This is an optimization exercise on Yosys and OpenROAD, whose aim is small area, not a production implementation.
The RTL was checked by simulation tests, not by an equivalence proof against the original design.

==> inputs of v13 <==
Design phase1, start of the top module:
module phase1(clk,resetn,enable,x,teta,h);
    parameter DW =8;
    parameter N =8;
    parameter N_bit = 3;
    input clk;
    input resetn;
    input enable;
    input [DW*N - 1:0] x;
    input [DW*N - 1:0] teta;
    output [DW -1:0] h;
    wire [2*DW + N_bit -1:0] inner_product;
    wire [DW -1:0] z;
    MBGD_DOT_PROD_CALC MBGD_DOT_PROD_CALC(.inp1(x), .inp2(teta), .sum(inner_product));
    assign z = inner_product[2*DW + N_bit -1:(DW + N_bit)];   
    MBGD_SIGMOID_CALC iMBGD_SIGMOID_CALC (.clk(clk), .resetn(resetn),.enable(enable), .z(z), .h(h));
endmodule
make LEC_CHECK=0 ABC_AREA=1 CAP_MARGIN=20 CORE_MARGIN=2 CORE_UTILIZATION=50 SLEW_MARGIN=20 SYNTH_HIERARCHICAL=1 finish   # period 10.0 ns
run.sh (not shown) runs the stock make flow with config.mk's settings and CLKGATE_MAP_FILE= SYNTH_SCRIPT=/design/flow/synth_recipe.tcl, a recipe that flattens the netlist after the stock synthesis.
==> v15 (differences from v13) <==
CORE_UTILIZATION = 70   (was 50)
==> comparison table <==
Routed met2 length: v15 23100 um; v13 22900 um
Busiest layer in global routing: v15 met2; v13 met1
Depth of the most critical reg-to-reg path: v15 10; v13 12
Avg Vias per Cell: v15 6.75; v13 5.59
Relative area of clock buffers and inverters in the final design: v15 0.481%; v13 0.465%
Tap cell instance count: v15 275; v13 390
Met3 layer wire length in the routed design: v15 10300 um; v13 5530 um
Global-route met1 utilization: v15 65.3%; v13 52.5%
First-pass GRT wire length: v15 83800 um; v13 77900 um
Run status: v15 timing/DRC/antenna clean; v13 timing/DRC/antenna clean
Minimum setup slack after placement: v15 146 ps; v13 294 ps
P&R area growth vs syn: v15 11.1%; v13 13.1%
Fin Hold WS: v15 463 ps; v13 461 ps
Overall track demand over capacity in global routing: v15 52.9%; v13 34.9%
Vertical extent of the die: v15 150 um; v13 177 um
Met1 layer wirelength in the final routing: v15 17000 um; v13 21900 um
First-pass DRT Iterations: v15 11; v13 7
Starting Density: v15 71.4%; v13 50.7%
Crit path buf inv count: v15 3; v13 1
Share of cell area taken by flip-flops and latches: v15 3.50%; v13 3.44%
Share of cells above drive strength 1: v15 5.14%; v13 6.35%
Overall die width: v15 150 um; v13 177 um

* * *

==> inputs of wip/harbor <==
phase1, a different RTL version from the one above (not shown whole).
Design phase1, start of the top module:
module phase1(clk,resetn,enable,x,teta,h);
    parameter DW =8;
    parameter N =8;
    parameter N_bit = 3;
    input clk;
    input resetn;
    input enable;
    input [DW*N - 1:0] x;
    input [DW*N - 1:0] teta;
    output [DW -1:0] h;
    wire [2*DW + N_bit -1:0] inner_product;
    wire [DW -1:0] z;
    MBGD_DOT_PROD_CALC MBGD_DOT_PROD_CALC(.inp1(x), .inp2(teta), .sum(inner_product));
    assign z = inner_product[2*DW + N_bit -1:(DW + N_bit)];   
    MBGD_SIGMOID_CALC iMBGD_SIGMOID_CALC (.clk(clk), .resetn(resetn),.enable(enable), .z(z), .h(h));
endmodule
Settings: LEC_CHECK=0, ABC_AREA=1, CAP_MARGIN=20, CORE_MARGIN=2, CORE_UTILIZATION=70, GPL_TIMING_DRIVEN=0, SLEW_MARGIN=20, SYNTH_HIERARCHICAL=1; clock period 10.0 ns.
==> inputs of wip/violet, as changes to wip/harbor <==
==> flow/flow/run.sh (new file) <==
#!/bin/bash
# Layout flow: the standard flow, with two changes after synthesis.
#  - the buffers ABC put into the synthesized netlist are removed at the
#    floorplan (REMOVE_ABC_BUFFERS=1), and
#  - the port buffers that global placement inserts on every input and
#    output are the smallest buffer, buf_1.
# Synthesis itself is the standard one, run unchanged. Each step's full output
# is kept in a log file in this folder.
set -euo pipefail
bash standard.sh synth > synth.log 2>&1
bash standard.sh REMOVE_ABC_BUFFERS=1 \
  'BUFFER_PORTS_ARGS=-buffer_cell sky130_fd_sc_hd__buf_1' finish > layout.log 2>&1
==> flow/standard.sh (new file) <==
#!/bin/bash
# synth_recipe.tcl (not shown) runs the flow's synth.tcl, then flattens the netlist and writes it again
# the make line also repeats each setting of config.mk as NAME=value (left out here)
make -C /OpenROAD-flow-scripts/flow DESIGN_CONFIG=/design/flow/config.mk WORK_HOME=/design/flow/orfs CLKGATE_MAP_FILE= SYNTH_SCRIPT=/design/flow/synth_recipe.tcl "${@:-finish}"
removed: flow/run.sh
==> run summary <==
- Against wip/violet, the first-iteration DRC count of wip/harbor is larger by 6.0%.
- Between wip/violet and wip/harbor, the lower cell count is in wip/violet (gap about 0.8%, measured against wip/harbor).
- In wip/violet the worst setup slack is worse than in wip/harbor, by 0.14 ns.
- Synthesized cell count is the same in wip/harbor and wip/violet.
- In wip/violet the sequential share of layout area is higher than in wip/harbor, by 0.050 points.
- Of wip/harbor and wip/violet, wip/violet has the higher hold slack (gap 0.0025 ns).
- Fmax: wip/violet is lower than wip/harbor (1.4%).
==> figures <==
|  | wip/violet | wip/harbor |
|---|---|---|
| Clock distribution area overhead in the final layout | 0.526% | 0.520% |
| Number of non-clock buffers in the layout | 138 | 152 |
| Outcome | timing/DRC/antenna clean | timing/DRC/antenna clean |
| Filler-free cell count of the finished design | 1,825 | 1,839 |
| Global placer's final weighted congestion | 1.04 | 1.00 |
| Post-Place Setup Slack | 0.288 ns | 0.321 ns |
| Hpwl dp | 41,600 um | 42,300 um |
| Minimum period implied by the final worst setup slack | 9.60 ns | 9.46 ns |
| Met2 WL post-DR | 20,700 um | 20,700 um |
| Required time at the endpoint of the critical path | 10.19 ns | 10.15 ns |
| Filler instances | 1,567 | 1,557 |
| Area after DPL | 15,100 um2 | 15,300 um2 |
| Reg-to-reg startpoint | iMBGD_SIGMOID_CALC.s1[5]$_DFFE_PN0P_ | iMBGD_SIGMOID_CALC.s1[7]$_DFFE_PN0P_ |
| Max stage delay on crit path | 0.76 ns | 0.64 ns |

[port drivers added, routing unchanged]
How much do the figures lean on ideal ports? The routed layouts below were timed once more, with nothing changed but the port constraints. Step 1 assumes that a clkbuf_16 drives the clock port and a buf_2 every other input. Step 2 also shifts input and output timing later by t, the mid clock arrival at the registers, as if the neighbouring blocks saw the same clock. Slacks: ideal ports / drivers / drivers and shift; pairs: ideal ports / drivers.
run | t, ns | setup slack, ns | worst setup path at the end | latest minus earliest clock arrival (ns) | cell pins on the clock port's net
v13 | 0.279 | 0.540 / 0.544 / 0.266 | input to register | 0.002 / 0.003 | 1
v15 | 0.286 | 0.311 / 0.298 / 0.012 | input to register | 0.001 / 0.002 | 1
wip/harbor | 0.296 | 0.541 / 0.555 / 0.258 | input to register | 0.007 / 0.007 | 1
wip/violet | 0.285 | 0.403 / 0.402 / 0.117 | input to register | 0.006 / 0.006 | 1
After both steps setup and hold are still met in every run listed. The setup slack of v15, which loses most, moves by -0.013 ns with the drivers and by -0.299 ns with both steps.
